Source: an optimization exercise on an open RTL-to-GDS flow (aim: small area). Production flows keep margins and buffers that such runs may drop. In this exercise RTL edits were held to simulation tests only and were not proved equivalent to the original.

==> design/flow/config.mk <==
export PLATFORM = sky130hd
export DESIGN_NAME = Mesh
export DESIGN_NICKNAME = Mesh
export VERILOG_FILES = /design/flow/design.v
export SDC_FILE = /design/flow/constraint.sdc
export NUM_CORES = 4
export LEC_CHECK = 0
export CAP_MARGIN = 20
export CORE_MARGIN = 2
export CORE_UTILIZATION = 40
export SLEW_MARGIN = 20
==> design/flow/constraint.sdc <==
create_clock -name core_clock -period 5.0 [get_ports {clock}]
set_input_delay 1.0000 -clock core_clock [delete_from_list [all_inputs] [get_ports {clock}]]
set_output_delay 1.0000 -clock core_clock [all_outputs]
set_load 0.01 [all_outputs]
==> design/flow/design.v <==
`timescale 1ns / 1ps
module double_buffer(
input clock,
input io_in_control_propagate, 
input [15:0]io_in_d, 
input [15:0]io_in_c, 
output [15:0] c_fb,  
output [15:0] c_out 
    );
reg [15:0] c1_s; 
reg [15:0] c2_s;
always @(posedge clock) 
begin
 if (io_in_control_propagate)
	  begin
        c1_s <= io_in_d;
      end 
 else 
      begin
        c1_s <= io_in_c;
      end
if (!io_in_control_propagate) 
	  begin
        c2_s <= io_in_d;
      end 
 else 
	  begin
        c2_s <= io_in_c;
	  end
end
assign c_fb =io_in_control_propagate?c2_s:c1_s;
assign c_out=!io_in_control_propagate?c2_s:c1_s;
endmodule
`timescale 1ns / 1ps
module PE_16 (clock, io_in_a, io_in_b, io_in_d, io_out_a, io_out_b, io_out_c, io_in_control_propagate, 
io_out_control_propagate);
input [7:0] io_in_a, io_in_b;
input [15:0] io_in_d;
input clock, io_in_control_propagate;
output io_out_control_propagate;
output [7:0] io_out_a, io_out_b;
output [15:0] io_out_c;
wire [15:0] mul, add, c_fb, c_out;
wire io_out_control_propagate;
double_buffer d_b0(.clock(clock), .io_in_control_propagate(io_in_control_propagate), .io_in_d(io_in_d),
 .io_in_c(add), .c_fb(c_fb), .c_out(c_out));
assign io_out_control_propagate = io_in_control_propagate;
assign mul = io_in_a * io_in_b;
assign add = c_fb + mul;
assign io_out_a = io_in_a;
assign io_out_b = io_in_b;  
assign io_out_c = c_out;      
endmodule
`timescale 1ns / 1ps
module Tile( 
  input         clock, 
  input  [7:0]  io_in_a_0, 
  input  [7:0] io_in_b_0, 
  input  [15:0] io_in_d_0, 
  input         io_in_control_0_propagate, 
  output [7:0]  io_out_a_0, 
  output [15:0] io_out_c_0, 
  output [7:0] io_out_b_0, 
  output        io_out_control_0_propagate
);
  wire  tile_0_0_clock; 
  wire [7:0] tile_0_0_io_in_a; 
  wire [7:0] tile_0_0_io_in_b;
  wire [15:0] tile_0_0_io_in_d;
  wire [7:0] tile_0_0_io_out_a;
  wire [7:0] tile_0_0_io_out_b; 
  wire [15:0] tile_0_0_io_out_c; 
  wire  tile_0_0_io_in_control_propagate; 
  wire  tile_0_0_io_out_control_propagate;
  PE_16 tile_0_0 ( 
    .clock(tile_0_0_clock),
    .io_in_a(tile_0_0_io_in_a),
    .io_in_b(tile_0_0_io_in_b),
    .io_in_d(tile_0_0_io_in_d),
    .io_out_a(tile_0_0_io_out_a),
    .io_out_b(tile_0_0_io_out_b),
    .io_out_c(tile_0_0_io_out_c),
    .io_in_control_propagate(tile_0_0_io_in_control_propagate),
    .io_out_control_propagate(tile_0_0_io_out_control_propagate)
  );
  assign io_out_a_0 = tile_0_0_io_out_a; 
  assign io_out_c_0 = tile_0_0_io_out_c; 
  assign io_out_b_0 = tile_0_0_io_out_b; 
  assign io_out_control_0_propagate = tile_0_0_io_out_control_propagate;
  assign tile_0_0_clock = clock;
  assign tile_0_0_io_in_a = io_in_a_0; 
  assign tile_0_0_io_in_b = io_in_b_0; 
  assign tile_0_0_io_in_d = io_in_d_0; 
  assign tile_0_0_io_in_control_propagate = io_in_control_0_propagate; 
 endmodule
`timescale 1ns / 1ps
module row_reg(
    input clock,
    input [7:0] in0,
    input [7:0] in1,
    input [7:0] in2,
    input [7:0] in3,
    output [7:0] out0,
    output [7:0] out1,
    output [7:0] out2,
    output [7:0] out3
);
    reg [7:0] o0, o1, o2, o3;
    assign out0 = o0;
    assign out1 = o1;
    assign out2 = o2;
    assign out3 = o3;
    always @(posedge clock) begin
        o0 <= in0;
        o1 <= in1;
        o2 <= in2;
        o3 <= in3;
    end
endmodule
`timescale 1ns / 1ps
module column_reg(
    input clock,
    input [24:0] in0,
    input [24:0] in1,
    input [24:0] in2,
    input [24:0] in3,
    input [24:0] in4,
    output [24:0] out0,
    output [24:0] out1,
    output [24:0] out2,
    output [24:0] out3,
    output [24:0] out4
);
    reg [24:0] o0, o1, o2, o3, o4;
    assign out0 = o0;
    assign out1 = o1;
    assign out2 = o2;
    assign out3 = o3;
    assign out4 = o4;
    always @(posedge clock) begin
        o0 <= in0;
        o1 <= in1;
        o2 <= in2;
        o3 <= in3;
        o4 <= in4;
    end
endmodule
`timescale 1ns / 1ps
module Mesh(
    input clock,
    input [7:0] io_in_a_0_0,  
    input [7:0] io_in_a_1_0,
    input [7:0] io_in_a_2_0,
    input [7:0] io_in_a_3_0,
    input [7:0] io_in_b_0_0,  
    input [7:0] io_in_b_1_0,
    input [7:0] io_in_b_2_0,
    input [7:0] io_in_b_3_0,
    input [15:0] io_in_d_0_0,  
    input [15:0] io_in_d_1_0,
    input [15:0] io_in_d_2_0,
    input [15:0] io_in_d_3_0,
    input io_in_control_0_0_propagate,  
    input io_in_control_1_0_propagate,
    input io_in_control_2_0_propagate,
    input io_in_control_3_0_propagate,
    output [15:0] io_out_c_0_0,  
    output [15:0] io_out_c_1_0,
    output [15:0] io_out_c_2_0,
    output [15:0] io_out_c_3_0
);
    wire [7:0] out_b_0_0, out_b_1_0, out_b_2_0, out_b_3_0;
    wire [7:0] in_b_1_0, in_b_2_0, in_b_3_0, in_b_4_0;
    wire [7:0] out_b_0_1, out_b_1_1, out_b_2_1, out_b_3_1;
    wire [7:0] in_b_1_1, in_b_2_1, in_b_3_1, in_b_4_1;
    wire [7:0] out_b_0_2, out_b_1_2, out_b_2_2, out_b_3_2;
    wire [7:0] in_b_1_2, in_b_2_2, in_b_3_2, in_b_4_2;
    wire [7:0] out_b_0_3, out_b_1_3, out_b_2_3, out_b_3_3;
    wire [7:0] in_b_1_3, in_b_2_3, in_b_3_3, in_b_4_3;
row_reg row_reg_0(.clock(clock), .in0(io_in_b_0_0), .in1(in_b_1_0), .in2(in_b_2_0), .in3(in_b_3_0),
 .out0(out_b_0_0), .out1(out_b_1_0), .out2(out_b_2_0), .out3(out_b_3_0));
row_reg row_reg_1(.clock(clock), .in0(io_in_b_1_0), .in1(in_b_1_1), .in2(in_b_2_1), .in3(in_b_3_1),
 .out0(out_b_0_1), .out1(out_b_1_1), .out2(out_b_2_1), .out3(out_b_3_1));
row_reg row_reg_2(.clock(clock), .in0(io_in_b_2_0), .in1(in_b_1_2), .in2(in_b_2_2), .in3(in_b_3_2),
 .out0(out_b_0_2), .out1(out_b_1_2), .out2(out_b_2_2), .out3(out_b_3_2));
row_reg row_reg_3(.clock(clock), .in0(io_in_b_3_0), .in1(in_b_1_3), .in2(in_b_2_3), .in3(in_b_3_3),
 .out0(out_b_0_3), .out1(out_b_1_3), .out2(out_b_2_3), .out3(out_b_3_3));
    wire [7:0] out_a_0_0, out_a_1_0, out_a_2_0, out_a_3_0, out_a_4_0;
    wire [7:0] in_a_1_0, in_a_2_0, in_a_3_0, in_a_4_0;
    wire [15:0] out_d_0_0, out_d_1_0, out_d_2_0, out_d_3_0, out_d_4_0;
    wire [15:0] in_d_1_0, in_d_2_0, in_d_3_0, in_d_4_0;
    wire out_prop_0_0, out_prop_1_0, out_prop_2_0, out_prop_3_0, out_prop_4_0;
    wire in_prop_1_0, in_prop_2_0, in_prop_3_0, in_prop_4_0;
    wire [7:0] out_a_0_1, out_a_1_1, out_a_2_1, out_a_3_1, out_a_4_1;
    wire [7:0] in_a_1_1, in_a_2_1, in_a_3_1, in_a_4_1;
    wire [15:0] out_d_0_1, out_d_1_1, out_d_2_1, out_d_3_1, out_d_4_1;
    wire [15:0] in_d_1_1, in_d_2_1, in_d_3_1, in_d_4_1;
    wire out_prop_0_1, out_prop_1_1, out_prop_2_1, out_prop_3_1, out_prop_4_1;
    wire in_prop_1_1, in_prop_2_1, in_prop_3_1, in_prop_4_1;
    wire [7:0] out_a_0_2, out_a_1_2, out_a_2_2, out_a_3_2, out_a_4_2;
    wire [7:0] in_a_1_2, in_a_2_2, in_a_3_2, in_a_4_2;
    wire [15:0] out_d_0_2, out_d_1_2, out_d_2_2, out_d_3_2, out_d_4_2;
    wire [15:0] in_d_1_2, in_d_2_2, in_d_3_2, in_d_4_2;
    wire out_prop_0_2, out_prop_1_2, out_prop_2_2, out_prop_3_2, out_prop_4_2;
    wire in_prop_1_2, in_prop_2_2, in_prop_3_2, in_prop_4_2;
    wire [7:0] out_a_0_3, out_a_1_3, out_a_2_3, out_a_3_3, out_a_4_3;
    wire [7:0] in_a_1_3, in_a_2_3, in_a_3_3, in_a_4_3;
    wire [15:0] out_d_0_3, out_d_1_3, out_d_2_3, out_d_3_3, out_d_4_3;
    wire [15:0] in_d_1_3, in_d_2_3, in_d_3_3, in_d_4_3;
    wire out_prop_0_3, out_prop_1_3, out_prop_2_3, out_prop_3_3, out_prop_4_3;
    wire in_prop_1_3, in_prop_2_3, in_prop_3_3, in_prop_4_3;
column_reg column_reg_0(.clock(clock), 
.in0({io_in_a_0_0, io_in_d_0_0, io_in_control_0_0_propagate}), .in1({in_a_1_0, in_d_1_0, in_prop_1_0}), 
.in2({in_a_2_0, in_d_2_0, in_prop_2_0}), .in3({in_a_3_0, in_d_3_0, in_prop_3_0}), 
.in4({in_a_4_0, in_d_4_0, in_prop_4_0}), 
.out0({out_a_0_0, out_d_0_0, out_prop_0_0}), .out1({out_a_1_0, out_d_1_0, out_prop_1_0}), 
.out2({out_a_2_0, out_d_2_0, out_prop_2_0}), .out3({out_a_3_0, out_d_3_0, out_prop_3_0}), 
.out4({out_a_4_0, out_d_4_0, out_prop_4_0})); 
column_reg column_reg_1(.clock(clock), 
.in0({io_in_a_1_0, io_in_d_1_0, io_in_control_1_0_propagate}), .in1({in_a_1_1, in_d_1_1, in_prop_1_1}), 
.in2({in_a_2_1, in_d_2_1, in_prop_2_1}), .in3({in_a_3_1, in_d_3_1, in_prop_3_1}), 
.in4({in_a_4_1, in_d_4_1, in_prop_4_1}), 
.out0({out_a_0_1, out_d_0_1, out_prop_0_1}), .out1({out_a_1_1, out_d_1_1, out_prop_1_1}), 
.out2({out_a_2_1, out_d_2_1, out_prop_2_1}), .out3({out_a_3_1, out_d_3_1, out_prop_3_1}), 
.out4({out_a_4_1, out_d_4_1, out_prop_4_1})); 
column_reg column_reg_2(.clock(clock), 
.in0({io_in_a_2_0, io_in_d_2_0, io_in_control_2_0_propagate}), .in1({in_a_1_2, in_d_1_2, in_prop_1_2}), 
.in2({in_a_2_2, in_d_2_2, in_prop_2_2}), .in3({in_a_3_2, in_d_3_2, in_prop_3_2}), 
.in4({in_a_4_2, in_d_4_2, in_prop_4_2}), 
.out0({out_a_0_2, out_d_0_2, out_prop_0_2}), .out1({out_a_1_2, out_d_1_2, out_prop_1_2}), 
.out2({out_a_2_2, out_d_2_2, out_prop_2_2}), .out3({out_a_3_2, out_d_3_2, out_prop_3_2}), 
.out4({out_a_4_2, out_d_4_2, out_prop_4_2})); 
column_reg column_reg_3(.clock(clock), 
.in0({io_in_a_3_0, io_in_d_3_0, io_in_control_3_0_propagate}), .in1({in_a_1_3, in_d_1_3, in_prop_1_3}), 
.in2({in_a_2_3, in_d_2_3, in_prop_2_3}), .in3({in_a_3_3, in_d_3_3, in_prop_3_3}), 
.in4({in_a_4_3, in_d_4_3, in_prop_4_3}), 
.out0({out_a_0_3, out_d_0_3, out_prop_0_3}), .out1({out_a_1_3, out_d_1_3, out_prop_1_3}), 
.out2({out_a_2_3, out_d_2_3, out_prop_2_3}), .out3({out_a_3_3, out_d_3_3, out_prop_3_3}), 
.out4({out_a_4_3, out_d_4_3, out_prop_4_3})); 
Tile tile_0_0(.clock(clock), .io_in_a_0(out_a_0_0), .io_in_b_0(out_b_0_0), .io_in_d_0(out_d_0_0), 
    .io_in_control_0_propagate(out_prop_0_0), .io_out_a_0(in_a_1_0),
    .io_out_c_0(in_d_1_0), .io_out_b_0(in_b_1_0), .io_out_control_0_propagate(in_prop_1_0));
Tile tile_1_0(.clock(clock), .io_in_a_0(out_a_0_1), .io_in_b_0(out_b_1_0), .io_in_d_0(out_d_0_1), 
    .io_in_control_0_propagate(out_prop_0_1), .io_out_a_0(in_a_1_1),
    .io_out_c_0(in_d_1_1), .io_out_b_0(in_b_2_0), .io_out_control_0_propagate(in_prop_1_1));
Tile tile_2_0(.clock(clock), .io_in_a_0(out_a_0_2), .io_in_b_0(out_b_2_0), .io_in_d_0(out_d_0_2), 
    .io_in_control_0_propagate(out_prop_0_2), .io_out_a_0(in_a_1_2),
    .io_out_c_0(in_d_1_2), .io_out_b_0(in_b_3_0), .io_out_control_0_propagate(in_prop_1_2));
Tile tile_3_0(.clock(clock), .io_in_a_0(out_a_0_3), .io_in_b_0(out_b_3_0), .io_in_d_0(out_d_0_3), 
    .io_in_control_0_propagate(out_prop_0_3), .io_out_a_0(in_a_1_3),
    .io_out_c_0(in_d_1_3), .io_out_b_0(in_b_4_0), .io_out_control_0_propagate(in_prop_1_3));
Tile tile_0_1(.clock(clock), .io_in_a_0(out_a_1_0), .io_in_b_0(out_b_0_1), .io_in_d_0(out_d_1_0), 
    .io_in_control_0_propagate(out_prop_1_0), .io_out_a_0(in_a_2_0),
    .io_out_c_0(in_d_2_0), .io_out_b_0(in_b_1_1), .io_out_control_0_propagate(in_prop_2_0));
Tile tile_1_1(.clock(clock), .io_in_a_0(out_a_1_1), .io_in_b_0(out_b_1_1), .io_in_d_0(out_d_1_1), 
    .io_in_control_0_propagate(out_prop_1_1), .io_out_a_0(in_a_2_1),
    .io_out_c_0(in_d_2_1), .io_out_b_0(in_b_2_1), .io_out_control_0_propagate(in_prop_2_1));
Tile tile_2_1(.clock(clock), .io_in_a_0(out_a_1_2), .io_in_b_0(out_b_2_1), .io_in_d_0(out_d_1_2), 
    .io_in_control_0_propagate(out_prop_1_2), .io_out_a_0(in_a_2_2),
    .io_out_c_0(in_d_2_2), .io_out_b_0(in_b_3_1), .io_out_control_0_propagate(in_prop_2_2));
Tile tile_3_1(.clock(clock), .io_in_a_0(out_a_1_3), .io_in_b_0(out_b_3_1), .io_in_d_0(out_d_1_3), 
    .io_in_control_0_propagate(out_prop_1_3), .io_out_a_0(in_a_2_3),
    .io_out_c_0(in_d_2_3), .io_out_b_0(in_b_4_1), .io_out_control_0_propagate(in_prop_2_3));
Tile tile_0_2(.clock(clock), .io_in_a_0(out_a_2_0), .io_in_b_0(out_b_0_2), .io_in_d_0(out_d_2_0), 
    .io_in_control_0_propagate(out_prop_2_0), .io_out_a_0(in_a_3_0),
    .io_out_c_0(in_d_3_0), .io_out_b_0(in_b_1_2), .io_out_control_0_propagate(in_prop_3_0));
Tile tile_1_2(.clock(clock), .io_in_a_0(out_a_2_1), .io_in_b_0(out_b_1_2), .io_in_d_0(out_d_2_1), 
    .io_in_control_0_propagate(out_prop_2_1), .io_out_a_0(in_a_3_1),
    .io_out_c_0(in_d_3_1), .io_out_b_0(in_b_2_2), .io_out_control_0_propagate(in_prop_3_1));
Tile tile_2_2(.clock(clock), .io_in_a_0(out_a_2_2), .io_in_b_0(out_b_2_2), .io_in_d_0(out_d_2_2), 
    .io_in_control_0_propagate(out_prop_2_2), .io_out_a_0(in_a_3_2),
    .io_out_c_0(in_d_3_2), .io_out_b_0(in_b_3_2), .io_out_control_0_propagate(in_prop_3_2));
Tile tile_3_2(.clock(clock), .io_in_a_0(out_a_2_3), .io_in_b_0(out_b_3_2), .io_in_d_0(out_d_2_3), 
    .io_in_control_0_propagate(out_prop_2_3), .io_out_a_0(in_a_3_3),
    .io_out_c_0(in_d_3_3), .io_out_b_0(in_b_4_2), .io_out_control_0_propagate(in_prop_3_3));
Tile tile_0_3(.clock(clock), .io_in_a_0(out_a_3_0), .io_in_b_0(out_b_0_3), .io_in_d_0(out_d_3_0), 
    .io_in_control_0_propagate(out_prop_3_0), .io_out_a_0(in_a_4_0),
    .io_out_c_0(in_d_4_0), .io_out_b_0(in_b_1_3), .io_out_control_0_propagate(in_prop_4_0));
Tile tile_1_3(.clock(clock), .io_in_a_0(out_a_3_1), .io_in_b_0(out_b_1_3), .io_in_d_0(out_d_3_1), 
    .io_in_control_0_propagate(out_prop_3_1), .io_out_a_0(in_a_4_1),
    .io_out_c_0(in_d_4_1), .io_out_b_0(in_b_2_3), .io_out_control_0_propagate(in_prop_4_1));
Tile tile_2_3(.clock(clock), .io_in_a_0(out_a_3_2), .io_in_b_0(out_b_2_3), .io_in_d_0(out_d_3_2), 
    .io_in_control_0_propagate(out_prop_3_2), .io_out_a_0(in_a_4_2),
    .io_out_c_0(in_d_4_2), .io_out_b_0(in_b_3_3), .io_out_control_0_propagate(in_prop_4_2));
Tile tile_3_3(.clock(clock), .io_in_a_0(out_a_3_3), .io_in_b_0(out_b_3_3), .io_in_d_0(out_d_3_3), 
    .io_in_control_0_propagate(out_prop_3_3), .io_out_a_0(in_a_4_3),
    .io_out_c_0(in_d_4_3), .io_out_b_0(in_b_4_3), .io_out_control_0_propagate(in_prop_4_3));
assign io_out_c_0_0 = out_d_4_0;
assign io_out_c_1_0 = out_d_4_1;
assign io_out_c_2_0 = out_d_4_2;
assign io_out_c_3_0 = out_d_4_3;
endmodule
==> design/flow/run.sh <==
#!/bin/bash
# synth_recipe.tcl (not shown) runs the flow's synth.tcl, then flattens the netlist and writes it again
# the make line also repeats each setting of config.mk as NAME=value (left out here)
make -C /OpenROAD-flow-scripts/flow DESIGN_CONFIG=/design/flow/config.mk WORK_HOME=/design/flow/orfs CLKGATE_MAP_FILE= SYNTH_SCRIPT=/design/flow/synth_recipe.tcl finish
==> impl_metrics.ini <==
[flow_run]
maxCapViolations = 0

[clock_tree]
cts_sinks = 1104
post_cts_buffers = 0
cts_tree = built
path_clk_slew_ps = 60
cts_buffer_depth = 3
clock_latency_ps = 780
cts_buffers = 132
cts-root-buf = clkbuf_16
cts_max_level = 4

[die]
die_h_um = 435
fp.dieW_um = 435
initial_core_util = 0.401
dieArea_um2 = 189000
std_cell_rows = 158
io_pins = 197
fp.coreArea_um2 = 185000

[place]
placed_area_um2 = 79200
gp_congestion = 0.850
place_ws_ps = 135
dp_cells = 9838
portBuffers = 196
dp.final_hpwl_um = 133000

[logic_synthesis]
syn-num-nets = 8744
synth_most_common_cell = inv_1
netlist_instances = 7251
synth_async_sr_flop_share = 0
synth-seq-area-share = 0.298
syn_avg_cell_area_um2 = 10.2
synthesis.area_um2 = 74100
synth-seq-cells = 1104
netlist.area_leader.share = 0.298
yosys.area.top_type = dfxtp_1
synthTopCellsByArea = dfxtp_1 30%, fa_1 22%, mux2_2 11%
synthFlopType = dfxtp_1
synth-edff-count = 0
synthTopCellsByCount = 1406 x inv_1, 1104 x dfxtp_1, 800 x fa_1, 722 x mux2_2, 667 x nand2_1
yosysWarnings = 3
synth.distinct_cells = 86

[global_route]
grtUsageMet2 = 0.295
use_met1 = 0.248
grt_max_degree = 45
grt_overflow = 0
grt_antenna_before_repair = 9
grt_pass1_wl_um = 272000
grt_usage = 0.181
grtUsageMet3 = 0.0257
busiest_layer = met2
grt_pass1_vias = 51000

[routing]
first_pass_iters = 7
drt-initial-drc-count = 2125
wl_per_cell_um = 16.5
routed_wl_um = 166000
drt-vias-per-instance = 4.80
dr_total_vias = 48400
detail-route-antenna-nets = 0
drcViolationCount = 0

[final_layout]
area_delta_synth_final_pct = 13.1
num-fill-cells = 17400
seq_area_um2 = 22100
finalNetCount = 8985
fin_area_um2 = 83900
layout.cells.non_filler = 10100
drive_gt1_frac = 0.144
multiInputGateArea_um2 = 46000

[worst_setup_path]
path_depth = 18
r2r-end = tile_3_1.tile_0_0.d_b0.c2_s[11]
crit_required_ps = 5660
crit_path_frequent_cell = inv_1
critPathMaxFanout = 13
cp_data_arrival_time_ps = 5410
r2r_setup_slack_ps = 240
critical_path_class = reg -> reg
critPathLaunch = column_reg_3.o1[0]
setup.worst_path.start_class = flop
r2r_start = column_reg_3.o1[0]
critPathBufInv = 5
reg2regPathDepth = 18
endpoint_kind = flop
crit_path_end = tile_3_1.tile_0_0.d_b0.c2_s[11]
cp_top_family = adder cells
path_cells = buf_4, mux2i_1, fa_1, inv_1, ha_1, ha_1, inv_1, fa_1, inv_1, ha_1, inv_1, fa_1, nor2b_1, o31ai_1, a21boi_1, a21o_1, nor3_1, a211o_1
max_stage_delay_ps = 530
crit_slowest_cell = dfxtp_2

[timing]
final-hold-violation-count = 0
rsz0062_at_grt = false
finalSetupViolCount = 0
fin_crit_sh = 0.952
fin_crit_ps = 4760
max_slew_margin = 0.492
fin_skew_ps = 34.0
slew_violations = 0
max_freq_mhz = 210
layout_setup_ws_ps = 242
fin_tns_setup_ps = 0
tightestPinTransition_ps = 761

[min_path]
hp-class = reg -> reg

[run_status]
status = complete, no violations
## state kept, by name (all words and copies together), names as in the netlist, 25 cells and up
register         count
column_reg_1.o2     25
column_reg_0.o3     25
column_reg_0.o2     25
column_reg_0.o1     25
column_reg_2.o2     25
column_reg_2.o1     25
column_reg_0.o0     25
column_reg_1.o0     25
column_reg_3.o0     25
column_reg_3.o2     25
column_reg_3.o3     25
column_reg_2.o0     25
column_reg_1.o1     25
column_reg_3.o1     25
column_reg_1.o3     25
column_reg_2.o3     25
## worst min-delay path by stage
stage / from / to / slack [ps] / cells past startpoint
after floorplan: column_reg_0.o0[0] / column_reg_0.o1[0] / 330 / 0
after global routing: column_reg_0.o3[6] / tile_0_3.tile_0_0.d_b0.c1_s[5] / 460 / 2
final: column_reg_1.o2[10] / tile_1_2.tile_0_0.d_b0.c1_s[9] / 440 / 2
after detailed placement: column_reg_1.o2[10] / tile_1_2.tile_0_0.d_b0.c1_s[9] / 430 / 2
after global placement: column_reg_0.o3[7] / tile_0_3.tile_0_0.d_b0.c1_s[6] / 430 / 2
after CTS: column_reg_1.o1[6] / tile_1_1.tile_0_0.d_b0.c1_s[5] / 440 / 2
## metrics by stage
stage / util / hold slack, ps
floorplan: - / 326
global placement: 0.429 / 428
detailed placement: 0.429 / 430
CTS: 0.453 / 440
global route: 0.454 / 460
finish: 0.454 / 442
## cell usage in the layout (no fill, tap or decap), types with 13 or more instances in the layout
master / count
o21a_1: 27
nand4_1: 13
clkinv_2: 18
inv_6: 13
o211ai_1: 23
clkbuf_1: 24
clkbuf_8: 18
nor3_1: 23
nand2b_1: 24
a21oi_1: 141
bufinv_16: 16
dfxtp_2: 14
nand2_1: 667
nor2b_1: 24
and2_1: 569
o21bai_1: 16
o21ai_0: 94
o21ai_1: 16
o311ai_0: 13
xnor2_1: 130
nand3_1: 41
fa_1: 800
a31oi_1: 21
ha_1: 560
mux2i_1: 172
clkbuf_16: 135
a21o_1: 47
dfxtp_1: 1088
o31ai_1: 14
clkdlybuf4s50_1: 196
inv_1: 1406
nor2_1: 128
buf_4: 96
xor2_1: 51
mux2_2: 722
a211oi_1: 15
## tightest hold or removal path: cells and delay by family (launching register included)
kind	cells	cell delay, ps
flops	1	320
simple gates	2	90
## kinds of logic after synthesis
family,Yosys count,synth area share
DFF,1104,0.298
and+or+nand+nor,1554,0.104
muxes,894,0.133
xor gates and xnor gates,181,0.0214
AOI/OAI and AO/OA,560,0.0514
adders and majority gates,1360,0.311
buffers and inverters,1598,0.0813
## per-layer routing
metal,vias to the layer above,wire length [um]
li1,23400,-
met1,24000,77900
met2,789,77000
met3,227,6240
met4,0,4890
met5,-,0
## cell type report
| class | count | area share |
|---|---|---|
| multi-input combinational | 4549 | 0.549 |
| sequential | 1104 | 0.264 |
| inverter | 1412 | 0.0632 |
| clock buffer | 177 | 0.0443 |
| tap | 2480 | 0.0370 |
| timing repair buffer | 293 | 0.0322 |
| clock inverter | 63 | 0.0103 |
| antenna | 4 | 0.000119 |
## timing repair
item | 4_1_cts | 5_1_grt
hold buffers | 0 | 0
endpoints found under the setup margin | 0 | 12
resized for setup | 0 | 5
endpoints found under the hold margin | 0 | 0

[separate check: timing with driven ports]
In the flow no input, the clock included, has a driving cell. The finished layout below was timed again as built, in two steps.
Step 1 assumes that a clkbuf_16 drives the clock port and a buf_2 every other input.
Step 2, shift: input delay + t, output delay - t, t = (earliest + latest rising clock arrival at the registers) / 2. This alone moves slack from input paths to output paths.
Slacks: no drivers / after step 1 / after step 2; pairs: no drivers / after step 1.
t (ns): 0.855
slack for setup (ns): 0.242 / 0.242 / 0.242
latest minus earliest clock arrival (ns): 0.035 / 0.034
worst register clock-pin slew, ns: 0.07 / 0.07
After both steps setup and hold are still met in this run. The setup slack of this run moves by 0.000 ns with the drivers and by 0.000 ns with both steps.
